Context: an optimization exercise on an open-source flow, tuned for small area, a short achievable clock period and few clock cycles. The choices shown serve that exercise and are no tape-out recipe.
The RTL was checked by simulation tests, not by an equivalence proof against the original design.
No activity file was given, so power comes from the tool's default toggle rates.

==> flow/design.v, too long to show whole: its modules and the start of the top module <==
// module MulTree: 1584 lines
// module ALU: 37 lines
// module AddImm: 7 lines
// module BrCmp: 18 lines
// module RegRead: 23 lines
// module LMux: 8 lines
// module JSel: 10 lines
// module BrSel: 9 lines
// module CPU: 225 lines
module CPU(clk,reset,imem_addr,imem_rdata,dmem_addr,dmem_we,dmem_wdata,dmem_rdata);
  // ...
==> flow/flow/run.sh <==
#!/bin/bash
# Standard synthesis and layout (the standard.sh), with:
#  - repair_timing aimed at a short clock period: the setup margin asks every path for this
#    much slack at the design's period, so the resizer works on the paths that set the
#    period the layout achieves;
#  - sizing free to change a cell's footprint; port buffers start as buf_4;
#  - clock tree synthesis without dummy loads, with larger sink clusters;
#  - the repair after global routing on pessimistic wire parasitics (flow/grt_rc.tcl).
#  - the flops that drive output ports go next to their port buffers after global
#    placement (flow/out_flops.tcl).
# make's full output goes to make_finish.log here; each step's log is under orfs/logs/.
set -euo pipefail
bash standard.sh \
  PRE_GLOBAL_ROUTE_TCL="$PWD/flow/grt_rc.tcl" \
  POST_GLOBAL_PLACE_TCL="$PWD/flow/out_flops.tcl" \
  SETUP_SLACK_MARGIN=14.8 \
  MATCH_CELL_FOOTPRINT=0 \
  BUFFER_PORTS_ARGS="-buffer_cell sky130_fd_sc_hd__buf_4" \
  CTS_ARGS="-sink_clustering_enable -repair_clock_nets -dont_use_dummy_load -sink_clustering_size 25 -sink_clustering_max_diameter 70" \
  finish > make_finish.log 2>&1
==> flow/flow/grt_rc.tcl <==
# Sourced before global routing (PRE_GLOBAL_ROUTE_TCL): the repair after global routing sees
# wires 25% more resistive and capacitive than the platform's estimate, since the routed and
# extracted wires come out slower than that estimate.
set s 1.25
foreach {layer c r} {
  li1  1.499e-04   7.176e-02
  met1 1.72375E-04 8.929e-04
  met2 1.36233E-04 8.929e-04
  met3 2.14962E-04 1.567e-04
  met4 1.48128E-04 1.567e-04
  met5 1.54087E-04 1.781e-05
} {
  set_layer_rc -layer $layer -capacitance [expr {$c * $s}] -resistance [expr {$r * $s}]
}
set_wire_rc -signal -layer met1
set_wire_rc -clock -layer met3
==> flow/flow/out_flops.tcl <==
# Sourced after global placement (POST_GLOBAL_PLACE_TCL). Each output port is driven by a
# port buffer placed near its pin; the flop that drives that buffer is moved next to it, so
# the path from the flop to the pin is short. Detailed placement then legalizes.
set block [ord::get_db_block]
set moved 0
foreach bterm [$block getBTerms] {
  if {[$bterm getIoType] ne "OUTPUT"} { continue }
  set net [$bterm getNet]
  if {$net eq "NULL"} { continue }
  set buf ""
  foreach iterm [$net getITerms] {
    if {[$iterm isOutputSignal]} { set buf [$iterm getInst] }
  }
  if {$buf eq ""} { continue }
  set flop ""
  foreach iterm [$buf getITerms] {
    if {![$iterm isInputSignal]} { continue }
    set in_net [$iterm getNet]
    if {$in_net eq "NULL"} { continue }
    foreach it2 [$in_net getITerms] {
      if {[$it2 isOutputSignal]} {
        set m [[$it2 getInst] getMaster]
        if {[string match "sky130_fd_sc_hd__df*" [$m getName]]} { set flop [$it2 getInst] }
      }
    }
  }
  if {$flop eq ""} { continue }
  set loc [$buf getLocation]
  $flop setLocation [lindex $loc 0] [lindex $loc 1]
  incr moved
}
puts "out_flops.tcl: moved $moved flops next to their output buffers"
==> flow/standard.sh <==
#!/bin/bash
# synth_recipe.tcl (not shown) runs the flow's synth.tcl, then flattens the netlist and writes it again
# the make line also repeats each setting of config.mk as NAME=value (left out here)
make -C /OpenROAD-flow-scripts/flow DESIGN_CONFIG=/design/flow/config.mk WORK_HOME=/design/flow/orfs CLKGATE_MAP_FILE= SYNTH_SCRIPT=/design/flow/synth_recipe.tcl "${@:-finish}"
==> flow/config.mk <==
export PLATFORM = sky130hd
export DESIGN_NAME = CPU
export DESIGN_NICKNAME = CPU
export VERILOG_FILES = /design/flow/design.v
export SDC_FILE = /design/flow/constraint.sdc
export NUM_CORES = 8
export LEC_CHECK = 0
export CAP_MARGIN = 30
export CORE_MARGIN = 2
export CORE_UTILIZATION = 55
export PLACE_DENSITY = 0.7
export SETUP_SLACK_MARGIN = 0.4
export SLEW_MARGIN = 30
export SYNTH_HIERARCHICAL = 1
==> flow/constraint.sdc <==
create_clock -name core_clock -period 20.0 [get_ports {clk}]
set_input_delay 4.0000 -clock core_clock [delete_from_list [all_inputs] [get_ports {clk}]]
set_output_delay 4.0000 -clock core_clock [all_outputs]
set_load 0.01 [all_outputs]
==> impl_metrics.env, run 1 <==
export IMPL_status="no timing/DRC/antenna violations"
export IMPL_grt_max_degree=61
export IMPL_powerDensity_nw_per_um2=127
export IMPL_synthSimpleGateAreaFrac_pct=10.4
export IMPL_synthAdderAreaFrac_pct=12.4
export IMPL_synth_async_reset_ratio_pct=3.29
export IMPL_multi_input_area_share_pct=45.8
export IMPL_slew_headroom_pct=15.1
export IMPL_yosysUniqueCellTypes=115
export IMPL_areaGrowthSynthToFinish_pct=9.81
export IMPL_tightest_slew_ps=1270
export IMPL_min_to="m_mul"
export IMPL_hold_class="flip-flop to flip-flop"
export IMPL_fin_cells=10227
export IMPL_via_per_inst=7.57
export IMPL_clk_pin_slew_ps=80
export IMPL_dp_final_hpwl_microns=256000
export IMPL_fin_ws_ps=14630
export IMPL_slowest_delay_ps=360
export IMPL_syn_inst=8102
export IMPL_hold_start="e_mul"
export IMPL_io_buffers=162
export IMPL_vias=77428
export IMPL_m1WireLength_microns=129000
export IMPL_cts_root_buf="clkbuf_16"
export IMPL_inv_count=531
export IMPL_internal_power_mw=6.83
export IMPL_synth_most_common_cell="edfxtp_1"
export IMPL_min_period_ps=5370
export IMPL_synth_area_leader_cell="edfxtp_1"
export IMPL_clockPowerShare_pct=15.1
export IMPL_worst_clock_skew_ps=92.4
export IMPL_wl_per_cell_microns=39.4
export IMPL_final_core_util_pct=60.9
export IMPL_maxCapViolCount=0
export IMPL_clk_share_pct=2.50
export IMPL_fin_area_sq_um=98000
export IMPL_setup_worst_path_start="fpc[4]"
export IMPL_largest_reg_flops=992
export IMPL_crit_path_end_kind="primary output"
export IMPL_synth_area_leaders="edfxtp_1, fa_1, a22oi_1"
export IMPL_nFillCells=12877
export IMPL_synth_top_area_share_pct=37.4
export IMPL_crit_buf_inv=2
export IMPL_core_sq_um=161000
Testbench counts, summed over its fixed seeds: cycles 109,277.
==> module CPU, before the edit <==
module CPU(clk,reset,imem_addr,imem_rdata,dmem_addr,dmem_we,dmem_wdata,dmem_rdata);
	input clk,reset;
	output [31:0] imem_addr;
	input  [31:0] imem_rdata;
	output [31:0] dmem_addr;
	output dmem_we;
	output [31:0] dmem_wdata;
	input  [31:0] dmem_rdata;
	reg [31:0] fpc;         
	reg        f2v;         
	reg [31:0] sk;          
	reg        skv;
	reg [31:0] ir;          
	reg        irv;
	reg [31:0] ipc4;        
	reg        jdone;       
	reg [7:0]  rs_lo, rt_lo;  
	reg [3:0]  rs_hi, rt_hi;  
	reg [31:0] opa, opb;    
	reg [4:0]  e_dst;       
	reg        e_ld, e_mul;
	reg        e_sub;       
	reg [7:0]  e_sel;
	reg        e_left, e_sra;
	reg [31:0] m_res;       
	reg [31:0] m_s, m_c, m_d;  
	reg [4:0]  m_dst;
	reg        m_ld, m_mul;
	reg [31:0] daddr, dwdata;
	reg        dwe;
	reg [31:0] rf [1:31];
	reg [31:1] rfv;         
	assign imem_addr  = fpc;
	assign dmem_addr  = daddr;
	assign dmem_we    = dwe;
	assign dmem_wdata = dwdata;
	wire [5:0] op = ir[31:26];
	wire [4:0] rs = ir[25:21];
	wire [4:0] rt = ir[20:16];
	wire [4:0] rd = ir[15:11];
	wire [5:0] fn = ir[5:0];
	wire [15:0] imm = ir[15:0];
	wire c_mem   = op[5];                                   
	wire c_sw    = op[5] & op[3];
	wire c_lw    = op[5] & ~op[3];
	wire c_mul   = ~op[5] & op[4];                           
	wire c_imm   = ~op[5] & ~op[4] & op[3];                  
	wire c_br    = ~op[5] & ~op[4] & ~op[3] & op[2];         
	wire c_j     = ~op[5] & ~op[4] & ~op[3] & ~op[2] & op[1];  
	wire c_r     = op == 6'd0;
	wire c_jr    = c_r & ~fn[5] & fn[3];                     
	wire c_shift = c_r & ~fn[5] & ~fn[3];
	wire c_alur  = c_r & fn[5];                              
	wire c_lui   = c_imm & op[2] & op[1];                    
	wire c_link  = (c_j & op[0]) | (c_jr & fn[0]);            
	wire [4:0] dst = (c_r | c_mul) ? ((c_jr & ~fn[0]) ? 5'd0 : rd) :
	                 (c_imm | c_lw) ? rt :
	                 (c_j & op[0]) ? 5'd31 : 5'd0;
	wire use_rs  = ~c_j & ~c_lui;
	wire use_rt  = c_r | c_mul | c_br | c_sw;
	wire c_bj    = c_br | c_jr;      
	wire [3:0] afn = c_alur ? fn[3:0] : {1'b0, op[2:0]};
	wire a_arith = c_alur | c_imm;                   
	wire d_sub  = c_alur & (fn[3:1] == 3'b001 | fn[3:1] == 3'b101) |
	              c_imm & (op[2:1] == 2'b01);         
	wire d_slt  = a_arith & (c_alur ? fn[3:0] == 4'ha : op[2:0] == 3'h2);
	wire d_sltu = a_arith & (c_alur ? fn[3:0] == 4'hb : op[2:0] == 3'h3);
	wire d_and  = a_arith & (c_alur ? fn[3:0] == 4'h4 : op[2:0] == 3'h4);
	wire d_or   = c_alur & (fn[3:0] == 4'h5);
	wire d_xor  = c_alur & (fn[3:0] == 4'h6);
	wire d_nor  = c_alur & (fn[3:0] == 4'h7);
	wire d_shl  = c_shift;
	wire d_sum  = ~(d_slt | d_sltu | d_and | d_or | d_xor | d_nor | d_shl);
	wire [32*31-1:0] rf_flat;
	genvar q;
	generate for (q = 1; q < 32; q = q + 1) begin : rff
		assign rf_flat[32*q-1 -: 32] = rf[q];
	end endgenerate
	wire [31:0] rs_rf, rt_rf;
	RegRead read_rs(.lo(rs_lo), .hi(rs_hi), .rf(rf_flat), .rfv(rfv), .q(rs_rf));
	RegRead read_rt(.lo(rt_lo), .hi(rt_hi), .rf(rf_flat), .rfv(rfv), .q(rt_rf));
	wire [31:0] m_prod = m_s + m_c + m_d;
	wire [31:0] m_alu = m_mul ? m_prod : m_res;
	wire [31:0] m_out;
	assign m_out = m_ld ? dmem_rdata : m_alu;
	wire [31:0] e_out;
	wire rs_e = (rs != 5'd0) & (rs == e_dst);
	wire rt_e = (rt != 5'd0) & (rt == e_dst);
	wire rs_m = (rs != 5'd0) & (rs == m_dst);
	wire rt_m = (rt != 5'd0) & (rt == m_dst);
	wire e_late = e_ld | e_mul;
	wire m_late = m_ld | m_mul;
	wire [31:0] rs_early = rs_m ? m_res : rs_rf;                 
	wire [31:0] rt_early = rt_m ? m_res : rt_rf;
	wire [31:0] rs_mid = rs_e ? e_out : rs_early;                
	wire rs_ld = ~rs_e & rs_m & m_ld;
	wire rt_ld = ~rt_e & rt_m & m_ld;
	wire [31:0] rs_nold = rs_m ? m_alu : rs_rf;
	wire [31:0] rt_nold = rt_m ? m_alu : rt_rf;
	wire stall = irv & ((use_rs & rs_e & (e_late | c_mem)) |
	                    (c_br & (rs_e | rt_e) & ~e_sel[0]) |
	                    (use_rt & rt_e & e_late) |
	                    ((c_mem | c_bj) & rs_m & m_late) |
	                    (c_br & rt_m & m_late));
	wire br_taken;
	BrCmp brcmp(.e_sum(e_sum), .rs_early(rs_early), .rt_early(rt_early), .rs_e(rs_e), .rt_e(rt_e),
	            .bt(op[1:0]), .taken(br_taken));
	wire [31:0] br_tgt = {ipc4[31:2] + {{14{imm[15]}}, imm}, ipc4[1:0]};
	wire [31:0] agu_sum;
	AddImm #(32) agu(.a(rs_early), .imm(imm), .s(agu_sum));
	wire [31:0] e_sum;
	ALU alu(.opa(opa), .opb(opb), .sub(e_sub), .sel(e_sel), .left(e_left), .sra(e_sra), .out(e_out),
	        .sum_out(e_sum));
	wire [31:0] mt_s, mt_c, mt_d;
	MulTree mul_tree(.a(opa), .b(opb), .s(mt_s), .c(mt_c), .d(mt_d));
	wire d_free  = ~irv | ~stall;                  
	wire d_go    = irv & ~stall;                    
	wire d_gobr  = d_go & c_br;
	wire d_jump  = d_go & (c_jr | (c_j & ~jdone));  
	wire [31:0] d_jtgt = c_jr ? rs_mid : {ipc4[31:28], ir[25:0], 2'b00};
	wire aw_j    = ~(imem_rdata[31] | imem_rdata[30] | imem_rdata[29] | imem_rdata[28]) & imem_rdata[27];
	wire f2ok    = f2v & d_free & ~skv;              
	wire f2j     = f2ok & aw_j;
	wire hold    = ~d_free & (skv | f2v);
	wire [31:0] fpc_rest = reset ? 32'd4 : d_jump ? d_jtgt : hold ? fpc : {fpc[31:2] + 30'd1, fpc[1:0]};
	wire [31:0] fpc_nb, fpc_next;
	wire f2j_ok = f2ok & ~d_jump & ~reset;
	JSel #(16) fpc_j_lo(.op(imem_rdata[31:27]), .ok(f2j_ok), .a({imem_rdata[13:0], 2'b00}), .b(fpc_rest[15:0]), .y(fpc_nb[15:0]));
	JSel #(16) fpc_j_hi(.op(imem_rdata[31:27]), .ok(f2j_ok), .a({fpc[31:28], imem_rdata[25:14]}), .b(fpc_rest[31:16]), .y(fpc_nb[31:16]));
	wire nb_redir = d_jump | f2j | hold;            
	wire br_redir = d_gobr & br_taken;
	BrSel #(16) fpc_br_lo(.taken(br_taken), .go(d_gobr & ~reset), .a(br_tgt[15:0]), .b(fpc_nb[15:0]), .y(fpc_next[15:0]));
	BrSel #(16) fpc_br_hi(.taken(br_taken), .go(d_gobr & ~reset), .a(br_tgt[31:16]), .b(fpc_nb[31:16]), .y(fpc_next[31:16]));
	always @(posedge clk) fpc <= fpc_next;
	always @(posedge clk or posedge reset) begin
		if (reset) begin
			f2v <= 1'b1;
			skv <= 1'b0;
			irv <= 1'b0;
		end else begin
			f2v <= ~(br_redir | nb_redir);
			if (br_redir | d_jump) begin
				irv <= 1'b0;
				skv <= 1'b0;
			end else if (d_free) begin
				irv <= skv | f2v;
				skv <= 1'b0;
			end else if (f2v & ~skv) begin
				skv <= 1'b1;
			end
		end
	end
	wire [31:0] ir_next = skv ? sk : imem_rdata;
	always @(posedge clk) begin
		if (d_free) begin
			ir    <= ir_next;
			ipc4  <= fpc;
			jdone <= f2j;
			rs_lo <= 8'd1 << ir_next[23:21];
			rs_hi <= 4'd1 << ir_next[25:24];
			rt_lo <= 8'd1 << ir_next[18:16];
			rt_hi <= 4'd1 << ir_next[20:19];
		end
		if (~d_free & ~skv) sk <= imem_rdata;
	end
	wire a_const = c_link | c_shift | c_lui;
	wire b_const = c_link | c_imm;
	wire [4:0] rot_amt = fn[1] ? ir[10:6] : 5'd0 - ir[10:6];
	wire [31:0] a_fix = c_link ? ipc4 : c_shift ? {22'd0, ir[10:6], rot_amt} : 32'd0;
	wire [31:0] b_fix = c_link ? 32'd0 : c_lui ? {imm, 16'd0} :
	                    (op[2:0] == 3'h4) ? {16'd0, imm} : {{16{imm[15]}}, imm};
	wire [31:0] opa_e, opa_next, opb_e, opb_next, dwdata_e, dwdata_next;
	assign opa_e = (~a_const & rs_e) ? e_out : a_const ? a_fix : rs_nold;
	assign opa_next = (~a_const & rs_ld) ? dmem_rdata : opa_e;
	assign opb_e = (~b_const & rt_e) ? e_out : b_const ? b_fix : rt_nold;
	assign opb_next = (~b_const & rt_ld) ? dmem_rdata : opb_e;
	assign dwdata_e = rt_e ? e_out : rt_nold;
	assign dwdata_next = rt_ld ? dmem_rdata : dwdata_e;
	always @(posedge clk or posedge reset) begin
		if (reset) begin
			e_dst <= 5'd0;
			e_ld  <= 1'b0;
			e_mul <= 1'b0;
		end else begin
			e_dst <= d_go ? dst : 5'd0;
			e_ld  <= d_go & c_lw;
			e_mul <= d_go & c_mul;
		end
	end
	always @(posedge clk) dwe <= ~reset & d_go & c_sw;
	always @(posedge clk) begin
		e_sub  <= d_sub;
		e_sel  <= {d_shl, d_nor, d_xor, d_or, d_and, d_sltu, d_slt, d_sum};
		e_left <= ~fn[1];
		e_sra  <= fn[0];
		opa    <= opa_next;
		opb    <= opb_next;
		daddr  <= agu_sum;
		dwdata <= dwdata_next;
	end
	always @(posedge clk or posedge reset) begin
		if (reset) begin
			m_dst <= 5'd0;
			m_ld  <= 1'b0;
			m_mul <= 1'b0;
		end else begin
			m_dst <= e_dst;
			m_ld  <= e_ld;
			m_mul <= e_mul;
		end
	end
	always @(posedge clk) begin
		m_res <= e_out;
		m_s   <= mt_s;
		m_c   <= mt_c;
		m_d   <= mt_d;
	end
	always @(posedge clk or posedge reset) begin
		if (reset) rfv <= 31'd0;
		else if (m_dst != 5'd0) rfv[m_dst] <= 1'b1;
	end
	always @(posedge clk) begin
		if (m_dst != 5'd0) rf[m_dst] <= m_out;
	end
endmodule
==> run 2, diff against run 1 <==
--- a/flow/design.v
+++ b/flow/design.v
@@ -1712,2 +1712,3 @@
 	reg        jdone;       
+	reg        kill;        
 	reg [7:0]  rs_lo, rt_lo;  
@@ -1814,2 +1815,6 @@
 	wire d_gobr  = d_go & c_br;
+	wire br_imm0 = imm == 16'd0;
+	wire br_imm1 = imm == 16'd1;
+	wire br_far  = ~(br_imm0 | br_imm1);
+	wire kill_set = d_gobr & br_taken & br_imm1;
 	wire d_jump  = d_go & (c_jr | (c_j & ~jdone));  
@@ -1818,3 +1823,4 @@
 	wire f2ok    = f2v & d_free & ~skv;              
-	wire f2j     = f2ok & aw_j;
+	wire f2j_en  = ~reset & ~kill & ~(irv & c_br & br_imm1);
+	wire f2j     = f2ok & aw_j & f2j_en;
 	wire hold    = ~d_free & (skv | f2v);
@@ -1822,3 +1828,3 @@
 	wire [31:0] fpc_nb, fpc_next;
-	wire f2j_ok = f2ok & ~d_jump & ~reset;
+	wire f2j_ok = f2ok & ~d_jump & f2j_en;
 	JSel #(16) fpc_j_lo(.op(imem_rdata[31:27]), .ok(f2j_ok), .a({imem_rdata[13:0], 2'b00}), .b(fpc_rest[15:0]), .y(fpc_nb[15:0]));
@@ -1826,5 +1832,6 @@
 	wire nb_redir = d_jump | f2j | hold;            
-	wire br_redir = d_gobr & br_taken;
-	BrSel #(16) fpc_br_lo(.taken(br_taken), .go(d_gobr & ~reset), .a(br_tgt[15:0]), .b(fpc_nb[15:0]), .y(fpc_next[15:0]));
-	BrSel #(16) fpc_br_hi(.taken(br_taken), .go(d_gobr & ~reset), .a(br_tgt[31:16]), .b(fpc_nb[31:16]), .y(fpc_next[31:16]));
+	wire br_go    = d_gobr & br_far & ~reset;
+	wire br_redir = br_go & br_taken;
+	BrSel #(16) fpc_br_lo(.taken(br_taken), .go(br_go), .a(br_tgt[15:0]), .b(fpc_nb[15:0]), .y(fpc_next[15:0]));
+	BrSel #(16) fpc_br_hi(.taken(br_taken), .go(br_go), .a(br_tgt[31:16]), .b(fpc_nb[31:16]), .y(fpc_next[31:16]));
 	always @(posedge clk) fpc <= fpc_next;
@@ -1835,2 +1842,3 @@
 			irv <= 1'b0;
+			kill <= 1'b0;
 		end else begin
@@ -1840,4 +1848,6 @@
 				skv <= 1'b0;
+				kill <= 1'b0;
 			end else if (d_free) begin
-				irv <= skv | f2v;
+				irv <= (skv | f2v) & ~(kill | kill_set);
+				kill <= (kill | kill_set) & ~(skv | f2v);
 				skv <= 1'b0;
==> impl_metrics.env, run 2 <==
export IMPL_grt_max_degree=63
export IMPL_ys_seq_elements=1462
export IMPL_die_x_microns=407
export IMPL_top_level_ports=163
export IMPL_ant_nets=0
export IMPL_drc=0
export IMPL_slew_violations=0
export IMPL_wl_per_cell_microns=39.6
export IMPL_h_tree_depth=3
export IMPL_grt_remaining_overflow=0
export IMPL_reg2reg_slack_ps=14860
export IMPL_drt_total_wl_microns=405000
export IMPL_nFillCells=12781
export IMPL_path_max_fanout=2
export IMPL_hold_class="flip-flop to flip-flop"
export IMPL_hold_start="e_ld"
export IMPL_largest_reg_flops=992
export IMPL_r2r_end="fpc[0]"
export IMPL_power_leakage_nw=34.7
export IMPL_fin_area_sq_um=98800
export IMPL_min_to="m_ld"
export IMPL_hold_viol_final=0
export IMPL_holdBufCountCts=0
export IMPL_clockBufferDepth=3
export IMPL_io_buffers=162
export IMPL_synthesis_area_sq_um=89400
export IMPL_min_period_ps=5280
export IMPL_synth_most_common_cell="edfxtp_1"
export IMPL_synth_area_leader_cell="edfxtp_1"
export IMPL_peakVddDrop_mv=0.0996
export IMPL_grt_pass1_vias=70756
export IMPL_setup_tns_ps=0
export IMPL_initialDrtViolationCount=14375
export IMPL_critical_path_slowest_cell="dfxtp_4"
export IMPL_yosysUniqueCellTypes=128
export IMPL_crit_buf_inv=1
export IMPL_grt_pass1_wl_microns=552000
export IMPL_cts_root_buf="clkbuf_16"
export IMPL_cts_made_buffers=98
export IMPL_max_freq_mhz=189
export IMPL_synth_area_leaders="edfxtp_1, fa_1, a22oi_1"
export IMPL_drive_gt1_share_pct=16.3
export IMPL_ys_warnings_count=8
export IMPL_powerDensity_nw_per_um2=134
export IMPL_path_cells="buf_6"
export IMPL_synth_common_cells="edfxtp_1, a22oi_1, nand2_1"
export IMPL_syn_inst=8101
export IMPL_placed_cell_area_sq_um=92400
export IMPL_synth_async_reset_ratio_pct=3.35
export IMPL_dp_final_hpwl_microns=274000
export IMPL_syn_avg_cell_area_sq_um=11.0
export IMPL_r2r_cells=16
export IMPL_vias=76173
export IMPL_antenna_found_initial=41
export IMPL_rsz0062_at_grt="yes"
export IMPL_synthFlopType="edfxtp_1"
export IMPL_cts_sinks=1462
export IMPL_slew_headroom_pct=35.1
export IMPL_setup_viol=0
export IMPL_final_cell_mix="edfxtp_1, a22oi_1, nand2_1"
export IMPL_critPathTopFamily="flip-flops"
export IMPL_die_area_sq_um=166000
export IMPL_crit_required_ps=16000
export IMPL_grt_usage_pct=47.0
export IMPL_initial_core_util_pct=55.5
export IMPL_maxCapViolCount=0
export IMPL_die_y_microns=407
export IMPL_std_cell_rows=147
export IMPL_hold_depth=0
export IMPL_fin_crit_sh_pct=26.4
export IMPL_nets=8749
export IMPL_synth_top_area_share_pct=37.4
export IMPL_worstPathArrival_ps=1280
export IMPL_synth_edf_count=1113
export IMPL_largest_register="rf"
export IMPL_tritoncts="yes"
export IMPL_clk_pin_slew_ps=90
export IMPL_cp_start_kind="flip-flop"
export IMPL_seq_area_frac_synth_pct=45.5
export IMPL_r2r_start="rt_lo[7]"
export IMPL_worst_clock_skew_ps=143
export IMPL_path_class="flip-flop to primary output"
export IMPL_status="no timing/DRC/antenna violations"
export IMPL_via_per_inst=7.45
export IMPL_crit_path_end_kind="primary output"
export IMPL_dr_pass1_iters=10
export IMPL_clk_latency_ps=830
export IMPL_final_common_cell="edfxtp_1"
export IMPL_areaGrowthSynthToFinish_pct=10.5
export IMPL_tightest_slew_ps=974
export IMPL_slowest_delay_ps=360
export IMPL_core_sq_um=161000
-- run 2: how the worst max path moves through the flow --
stage	cells past startpoint	start	endpoint	slack, ps
4_1_cts	1	fpc[22]	imem_addr[22]	14700
3_5_place_dp	17	e_sub	fpc[30]	13720
2_1_floorplan	8	reset	fpc[21]	14380
5_1_grt	16	ir[20]	fpc[0]	14480
3_3_place_gp	17	e_sub	fpc[25]	13830
6_report	1	fpc[22]	imem_addr[22]	14720
-- run 2: per-stage QoR --
step | power, mW | std cells | utilization, % | hold slack, ps | worst slack (ps)
floorplan | 7.82 | 8104 | - | 367 | 14380
global placement | 10.4 | 9992 | 57.3 | 374 | 13830
detailed placement | 10.5 | 9994 | 57.3 | 381 | 13720
CTS | 12.5 | 10130 | 59.6 | 399 | 14700
global route | 14.4 | 10204 | 61.3 | 416 | 14480
finish | 13.2 | 10229 | 61.3 | 399 | 14720
-- run 2: cell type report --
class / count / area [sq um] / share of cell area, %
multi-input cells: 5443 / 45900 / 46.5
repair inverters: 1 / 7.51 / 0.00760
clock buffers: 98 / 2450 / 2.48
repair buffers: 514 / 4820 / 4.88
inverters: 523 / 1970 / 1.99
diodes: 28 / 70.1 / 0.0709
flip-flops and latches: 1462 / 40900 / 41.4
well taps: 2160 / 2700 / 2.73
-- run 2: what timing repair did --
item                                    CTS  global route
cloned                                    2             9
buffers inserted                         36            61
pin swaps                                 5            66
endpoints found under the hold margin     0             0
gates resized for setup                 279           408
endpoints found under the setup margin  222           359
-- run 2: cells by family after synthesis --
group	synth area share, %
and+or+nand+nor	10.3
other	0.00840
AOI/OAI and AO/OA	18.6
xor gates and xnor gates	3.02
adders and majority gates	12.4
DFF	45.5
muxes	4.35
buffers and inverters	5.87
-- run 2: metal layers --
layer | routed length, microns | track usage, % | up-vias
met5 | 532 | 1.49 | -
met4 | 35800 | 29.8 | 38
met3 | 60300 | 17.3 | 1813
met2 | 172000 | 69.6 | 7075
met1 | 136000 | 58.2 | 37381
li1 | - | - | 29866
-- run 2: worst reg2reg max path, delay by kind of cell, from the launching register on --
family,cells,cell delay [ps]
AND/OR/NAND/NOR,6,1910
AO/OA/AOI/OAI,5,1480
multiplexers,2,610
flip-flops,1,500
XOR/XNOR,2,320
buffers and inverters,1,180
-- run 2: modules after synthesis, one instance, submodules excluded, excerpt --
module   times used  area [sq um]
ALU               1          7110
BrCmp             1          1230
CPU               1         53100
MulTree           1         13400
RegRead           2          5780
-- run 2: where the power goes --
part / internal, mW / total (mW) / switching [mW] / leakage, nW
logic: 2.01 / 6.73 / 4.72 / 20.0
clock network: 0.860 / 1.88 / 1.02 / 1.21
registers: 4.19 / 4.61 / 0.425 / 13.5
total: 7.06 / 13.2 / 6.17 / 34.7
Testbench counts of run 2, summed over its fixed seeds: cycles 108,076.
==> run 3, diff against run 2 <==
--- a/flow/design.v
+++ b/flow/design.v
@@ -1819,3 +1819,4 @@
 	wire kill_set = d_gobr & br_taken & br_imm1;
-	wire d_jump  = d_go & (c_jr | (c_j & ~jdone));  
+	wire jr_next = rs_e ? (e_sel[0] & (e_sum == ipc4)) : (rs_early == ipc4);
+	wire d_jump  = d_go & ((c_jr & ~jr_next) | (c_j & ~jdone));  
 	wire [31:0] d_jtgt = c_jr ? rs_mid : {ipc4[31:28], ir[25:0], 2'b00};
==> impl_metrics.env, run 3 <==
export IMPL_dp_final_hpwl_microns=287000
export IMPL_grt_pass1_wl_microns=576000
export IMPL_holdBufCountCts=0
export IMPL_via_per_inst=7.54
export IMPL_ys_warnings_count=8
export IMPL_synth_top_area_share_pct=36.8
export IMPL_seq_area_frac_synth_pct=44.8
export IMPL_largest_register="rf"
export IMPL_fin_ws_ps=14270
export IMPL_die_y_microns=410
export IMPL_tightest_slew_ps=1030
export IMPL_grt_pass1_vias=72547
export IMPL_syn_avg_cell_area_sq_um=10.9
export IMPL_synth_area_leaders="edfxtp_1, fa_1, a22oi_1"
export IMPL_vias=79340
export IMPL_grt_max_degree=68
export IMPL_clk_pin_slew_ps=60
export IMPL_yosysUniqueCellTypes=117
export IMPL_powerDensity_nw_per_um2=141
export IMPL_drt_total_wl_microns=429000
export IMPL_hold_viol_final=0
export IMPL_synth_area_leader_cell="edfxtp_1"
export IMPL_dr_pass1_iters=14
export IMPL_setup_viol=0
export IMPL_nets=9005
export IMPL_cts_made_buffers=98
export IMPL_hold_class="flip-flop to flip-flop"
export IMPL_crit_required_ps=20680
export IMPL_ant_nets=0
export IMPL_finalPower_mw=14.5
export IMPL_peakVddDrop_mv=0.137
export IMPL_power_leakage_nw=35.8
export IMPL_antenna_found_initial=75
export IMPL_drive_gt1_share_pct=19.5
export IMPL_synthesis_area_sq_um=90700
export IMPL_final_common_cell="edfxtp_1"
export IMPL_tritoncts="yes"
export IMPL_synth_async_reset_ratio_pct=3.35
export IMPL_areaGrowthSynthToFinish_pct=13.7
export IMPL_setup_tns_ps=0
export IMPL_synth_edf_count=1113
export IMPL_worst_clock_skew_ps=129
export IMPL_cp_start_kind="flip-flop"
export IMPL_final_core_util_pct=62.8
export IMPL_crit_path_end_kind="flip-flop"
export IMPL_rsz0062_at_grt="yes"
export IMPL_core_sq_um=164000
export IMPL_status="no timing/DRC/antenna violations"
export IMPL_initial_core_util_pct=55.2
export IMPL_synth_common_cells="edfxtp_1, a22oi_1, nand2_1"
export IMPL_drc=0
export IMPL_path_max_fanout=15
export IMPL_std_cell_rows=149
export IMPL_maxCapViolCount=0
export IMPL_io_buffers=162
export IMPL_grt_usage_pct=48.9
export IMPL_initialDrtViolationCount=15084
export IMPL_final_cell_mix="edfxtp_1, a22oi_1, nand2_1"
export IMPL_min_period_ps=5730
export IMPL_ys_seq_elements=1462
export IMPL_slew_headroom_pct=31.1
export IMPL_max_freq_mhz=175
export IMPL_top_level_ports=163
export IMPL_synthFlopType="edfxtp_1"
export IMPL_slew_violations=0
export IMPL_path_class="flip-flop to flip-flop"
export IMPL_wl_per_cell_microns=40.7
export IMPL_h_tree_depth=3
export IMPL_die_x_microns=410
export IMPL_grt_remaining_overflow=0
export IMPL_die_area_sq_um=168000
export IMPL_worstPathArrival_ps=6410
export IMPL_largest_reg_flops=992
export IMPL_pre_cts_ws_ps=12990
export IMPL_cts_root_buf="clkbuf_16"
export IMPL_cts_sinks=1462
export IMPL_fin_crit_sh_pct=28.6
export IMPL_clockBufferDepth=3
export IMPL_synth_most_common_cell="edfxtp_1"
export IMPL_clk_latency_ps=850
export IMPL_syn_inst=8298
run 3: cell count changes in the layout (fill, tap and decap cells not counted), sizes merged, moves of 17 or more:
cell,previous run,this run
nor2,341,365
a311oi,3,20
buf,505,570
nand3,66,85
a211oi,64,92
xnor2,211,236
nand2,831,770
xor2,93,114
nor4,35,55
inv,518,538
run 3: Yosys stat by module, one instance, submodules excluded, excerpt:
module / flip-flops and latches / area (sq um) / copies in the design / cells inside
MulTree: 0 / 13400 / 1 / 1537
CPU: 1462 / 54400 / 1 / 3671
ALU: 0 / 7110 / 1 / 967
RegRead: 0 / 5780 / 2 / 812
BrCmp: 0 / 1230 / 1 / 150
run 3: final timing paths:
check	end	slack, ps	depth (start not counted)	from
setup / recovery	fpc[23]	14270	24	opb[9]
hold / removal	m_mul	390	0	e_mul
setup reg to reg	fpc[23]	14270	24	opb[9]
hold reg to reg	m_mul	390	0	e_mul
max in group asynchronous	m_dst[4]	16140	3	reset
min in group asynchronous	kill	3470	3	reset
run 3: cell type report:
| cell class | count | area (sq um) |
|---|---|---|
| Fill cell | 12800 | 61200 |
| Clock buffer | 98 | 2450 |
| Tap cell | 2189 | 2740 |
| Antenna cell | 42 | 105 |
| Inverter | 546 | 2060 |
| Sequential cell | 1462 | 40900 |
| Multi-Input combinational cell | 5600 | 49000 |
| Timing Repair Buffer | 591 | 5930 |
run 3: repair_timing:
action / CTS / global route
pin swaps: 21 / 110
hold endpoints to repair: 0 / 0
setup buffers: 55 / 76
gates cloned: 10 / 12
endpoints found under the setup margin: 107 / 270
resized for setup: 333 / 677
run 3: per-stage QoR:
step                      area [sq um]  cells  hold slack, ps
after floorplan                  90900   8301             354
after global placement           93800  10218             364
after detailed placement         93900  10222             380
after CTS                        98300  10385             393
after global routing            103000  10500             417
final                           103000  10528             393
run 3: routing by layer:
layer	up-vias	global-route usage (%)	part of all wire, %
met5	-	0.977	0.19
met4	68	37.9	11
met3	2071	20.4	15
met2	7805	68.3	41
met1	38529	59.5	33
li1	30867	-	-
run 3: critical path: stages (launching register included):
cell and delay [ps]:
dfxtp_4 430, buf_12 190, xor2_1 170, ha_2 350, a211oi_4 280, o221ai_2 150
a41o_2 280, a211oi_4 320, buf_4 190, o211a_4 180, nor2_4 50, xor2_4 170
xor2_1 170, nor4_2 340, nand4_1 170, o211ai_1 530, a21oi_2 140, o21ai_4 110
buf_12 130, and2_4 150, nor4b_4 250, nand3b_4 160, buf_12 180, mux2_4 290
mux2_4 270
run 3: cell families after synthesis:
kind of cell / Yosys count / synth area share, %
XOR/XNOR: 351 / 3.42
AO/OA/AOI/OAI: 2345 / 18.9
adder cells (fa/ha/maj): 640 / 12.2
buffers and inverters: 1240 / 5.92
multiplexers: 301 / 4.26
AND/OR/NAND/NOR: 1957 / 10.5
other: 2 / 0.00828
flip-flops: 1462 / 44.8
run 3: report_power, final:
| group | leakage (nW) | switching, mW | internal [mW] | total (mW) |
|---|---|---|---|---|
| registers | 13.5 | 0.535 | 4.23 | 4.76 |
| clock network | 1.21 | 1.03 | 0.861 | 1.89 |
| logic | 21.1 | 5.47 | 2.41 | 7.88 |
| total | 35.8 | 7.03 | 7.50 | 14.5 |
Testbench counts of run 3, summed over its fixed seeds: cycles 106,071.
==> run 4, diff against run 3 <==
--- a/flow/design.v
+++ b/flow/design.v
@@ -1646,2 +1646,16 @@
 endmodule
+module SumEq(
+	input  [31:0] a,
+	input  [31:0] b,
+	input         sub,
+	input  [31:0] k,
+	output        eq
+);
+	wire [31:0] bb = b ^ {32{sub}};
+	wire [31:0] p = a ^ bb;
+	wire [31:0] g = a & bb;
+	wire [31:0] cin = p ^ k;                  
+	wire [31:0] cout = g | (p & ~k);          
+	assign eq = (cin[0] == sub) & (cin[31:1] == cout[30:0]);
+endmodule
 module RegRead(
@@ -1819,3 +1833,5 @@
 	wire kill_set = d_gobr & br_taken & br_imm1;
-	wire jr_next = rs_e ? (e_sel[0] & (e_sum == ipc4)) : (rs_early == ipc4);
+	wire e_sum_next;
+	SumEq jr_eq(.a(opa), .b(opb), .sub(e_sub), .k(ipc4), .eq(e_sum_next));
+	wire jr_next = rs_e ? (e_sel[0] & e_sum_next) : (rs_early == ipc4);
 	wire d_jump  = d_go & ((c_jr & ~jr_next) | (c_j & ~jdone));  
==> impl_metrics.env, run 4 <==
export IMPL_status="no timing/DRC/antenna violations"
export IMPL_synth_area_leader_cell="edfxtp_1"
export IMPL_r2r_cells=19
export IMPL_power_leakage_nw=35.9
export IMPL_holdBufCountCts=0
export IMPL_top_level_ports=163
export IMPL_antenna_found_initial=43
export IMPL_cts_root_buf="clkbuf_16"
export IMPL_hold_class="flip-flop to flip-flop"
export IMPL_synth_area_leaders="edfxtp_1, fa_1, a22oi_1"
export IMPL_nets=9069
export IMPL_vias=79863
export IMPL_cp_start_kind="flip-flop"
export IMPL_syn_avg_cell_area_sq_um=11.0
export IMPL_clk_pin_slew_ps=80
export IMPL_synth_area_mux_share_pct=4.32
export IMPL_seq_area_frac_synth_pct=44.4
export IMPL_path_max_fanout=16
export IMPL_multi_input_area_sq_um=48100
export IMPL_synth_async_reset_ratio_pct=3.35
export IMPL_drive_gt1_share_pct=17.6
export IMPL_final_common_cell="edfxtp_1"
export IMPL_slew_headroom_pct=33.2
export IMPL_grt_usage_pct=48.0
export IMPL_die_area_sq_um=170000
export IMPL_ys_warnings_count=8
export IMPL_fin_area_sq_um=103000
export IMPL_ys_seq_elements=1462
export IMPL_placed_cell_area_sq_um=94600
export IMPL_synthAdderAreaFrac_pct=12.8
export IMPL_synthesis_area_sq_um=91500
export IMPL_dr_pass1_iters=14
export IMPL_powerDensity_nw_per_um2=135
export IMPL_seqCellArea_sq_um=41000
export IMPL_via_per_inst=7.57
export IMPL_wl_per_cell_microns=40.2
export IMPL_peakVddDrop_mv=0.115
export IMPL_synth_top_area_share_pct=36.5
export IMPL_die_y_microns=412
export IMPL_clockBufferDepth=3
export IMPL_synth_xor_area_share_pct=3.67
export IMPL_drt_total_wl_microns=424000
export IMPL_setup_viol=0
export IMPL_largest_reg_flops=992
export IMPL_tritoncts="yes"
export IMPL_syn_inst=8336
export IMPL_drc=0
export IMPL_io_buffers=162
export IMPL_nFillCells=12991
export IMPL_hold_viol_final=0
export IMPL_max_freq_mhz=181
export IMPL_cts_sinks=1462
export IMPL_areaGrowthSynthToFinish_pct=12.2
export IMPL_core_sq_um=165000
export IMPL_synth_edf_count=1113
export IMPL_worst_clock_skew_ps=128
export IMPL_die_x_microns=412
export IMPL_tightest_slew_ps=1000
export IMPL_ant_nets=0
export IMPL_crit_required_ps=20620
export IMPL_largest_register="rf"
export IMPL_synth_top_family_by_area="compound AO/OA/AOI/OAI gates"
export IMPL_synthSimpleGateAreaFrac_pct=10.1
export IMPL_h_tree_depth=3
export IMPL_grt_pass1_vias=74362
export IMPL_synth_common_cells="edfxtp_1, a22oi_1, nand2_1"
export IMPL_synthFlopType="edfxtp_1"
export IMPL_hold_depth=0
export IMPL_final_cell_mix="edfxtp_1, a22oi_1, nand2_1"
export IMPL_cts_made_buffers=103
export IMPL_crit_path_end_kind="flip-flop"
export IMPL_initial_core_util_pct=55.4
export IMPL_slew_violations=0
export IMPL_dp_final_hpwl_microns=277000
export IMPL_clk_latency_ps=810
export IMPL_finalPower_mw=13.9
export IMPL_synth_most_common_cell="edfxtp_1"
export IMPL_initialDrtViolationCount=14799
export IMPL_rsz0062_at_grt="yes"
export IMPL_synth_compound_area_share_pct=18.7
export IMPL_maxCapViolCount=0
export IMPL_grt_pass1_wl_microns=572000
export IMPL_yosysUniqueCellTypes=115
export IMPL_worstPathArrival_ps=6130
export IMPL_min_period_ps=5510
export IMPL_grt_remaining_overflow=0
export IMPL_std_cell_rows=149
export IMPL_path_class="flip-flop to flip-flop"
export IMPL_grt_max_degree=62
export IMPL_fin_crit_sh_pct=27.6
export IMPL_setup_tns_ps=0
==> run 4: modules after synthesis (local to each module, per instance), excerpt <==
module,area [sq um],flops+latches,cells
BrCmp,1230,0,150
RegRead,5780,0,812
SumEq,1420,0,143
CPU,53800,1462,3566
ALU,7110,0,967
MulTree,13400,0,1537
==> run 4: repair_timing <==
item,4_1_cts,5_1_grt
cloned,15,18
pin swaps,14,76
buffers inserted,48,72
endpoints found under the setup margin,126,546
resized for setup,402,488
==> run 4: logic make-up (layout without fill, tap and decap cells) <==
| family | after synthesis | count (layout) |
|---|---|---|
| other | 2 | 36 |
| multiplexers | 310 | 310 |
| AO/OA/AOI/OAI | 2344 | 2344 |
| AND/OR/NAND/NOR | 1892 | 1895 |
| buffers and inverters | 1274 | 1262 |
| XOR/XNOR | 381 | 381 |
| adder cells (fa/ha/maj) | 671 | 671 |
| flip-flops | 1462 | 1462 |
==> run 4: layer usage <==
metal  track usage, %  share of wire (%)
met5            0.791               0.11
met4             34.8                 10
met3             19.3                 16
met2             69.1                 41
met1             58.3                 32
==> run 4: worst max-delay path, stage by stage, from the launching register on <==
cell and delay, ps:
edfxtp_1 500, buf_6 170, and2_4 190, clkbuf_16 230
a22oi_2 230, a41oi_4 290, or4_4 570, xor2_1 190
a221oi_1 310, nand4_2 170, a2111oi_4 380, nand4_1 200
o311ai_4 380, clkbuf_16 210, and2_4 140, nor4b_4 230
nand3b_4 150, clkbuf_16 200, mux2_4 290, mux2_4 250
==> run 4: final cells by class <==
cell class	count	share of cell area, %
tap	2189	2.67
timing repair buffer	573	5.92
clock buffer	103	2.51
multi-input combinational	5606	46.8
antenna	31	0.0755
inverter	586	2.14
sequential	1462	39.9
==> run 4: path summary, 6_finish.rpt <==
path,startpoint,to,slack [ps]
max,rs_lo[5],fpc[5],14490
min,e_mul,m_mul,410
max reg2reg,rs_lo[5],fpc[5],14490
min reg2reg,e_mul,m_mul,410
max in group asynchronous,reset,m_mul,15660
min in group asynchronous,reset,kill,3730
==> run 4: per-stage QoR <==
| stage | cells | hold WS [ps] | worst slack, ps | util [%] |
|---|---|---|---|---|
| final | 10550 | 408 | 14490 | 62.2 |
| after global routing | 10526 | 429 | 14220 | 62.2 |
| after CTS | 10421 | 405 | 14550 | 60.0 |
| after detailed placement | 10255 | 366 | 13450 | 57.3 |
| after global placement | 10251 | 356 | 13550 | 57.2 |
| after floorplan | 8339 | 354 | 13900 | - |
==> run 4: power by group <==
group	switching, mW	total, mW	internal, mW
logic	4.87	7.15	2.28
registers	0.626	4.79	4.17
clock network	1.03	1.94	0.902
Testbench counts of run 4, summed over its fixed seeds: cycles 106,071.

## what the ideal ports hide
The results above use ideal ports. As a check the final layouts listed here were re-extracted and re-timed, cells and wires unchanged. Step 1 assumes that a clkbuf_16 drives the clock port and a buf_2 every other input. Step 2, shift: input delay + t, output delay - t, t = (earliest + latest rising clock arrival at the registers) / 2. This alone moves slack from input paths to output paths. a / b / c = no drivers / after step 1 / after step 2; a / b = the first two.
run | t (ns) | setup WS [ns] | hold slack, ns | latest minus earliest clock arrival (ns) | cell pins on the clock port's net
run 1 | 0.858 | 14.633 / 14.546 / 14.103 | 0.394 / 0.394 / 0.394 | 0.093 / 0.093 | 1
run 2 | 0.854 | 14.717 / 14.623 / 14.051 | 0.399 / 0.399 / 0.399 | 0.145 / 0.144 | 1
run 3 | 0.874 | 14.274 / 14.274 / 13.596 | 0.393 / 0.393 / 0.393 | 0.129 / 0.130 | 1
run 4 | 0.840 | 14.485 / 14.485 / 13.649 | 0.408 / 0.408 / 0.408 | 0.129 / 0.129 | 1
After both steps setup and hold are still met in every run listed. The setup slack of run 4, which loses most, moves by 0.000 ns with the drivers and by -0.836 ns with both steps.
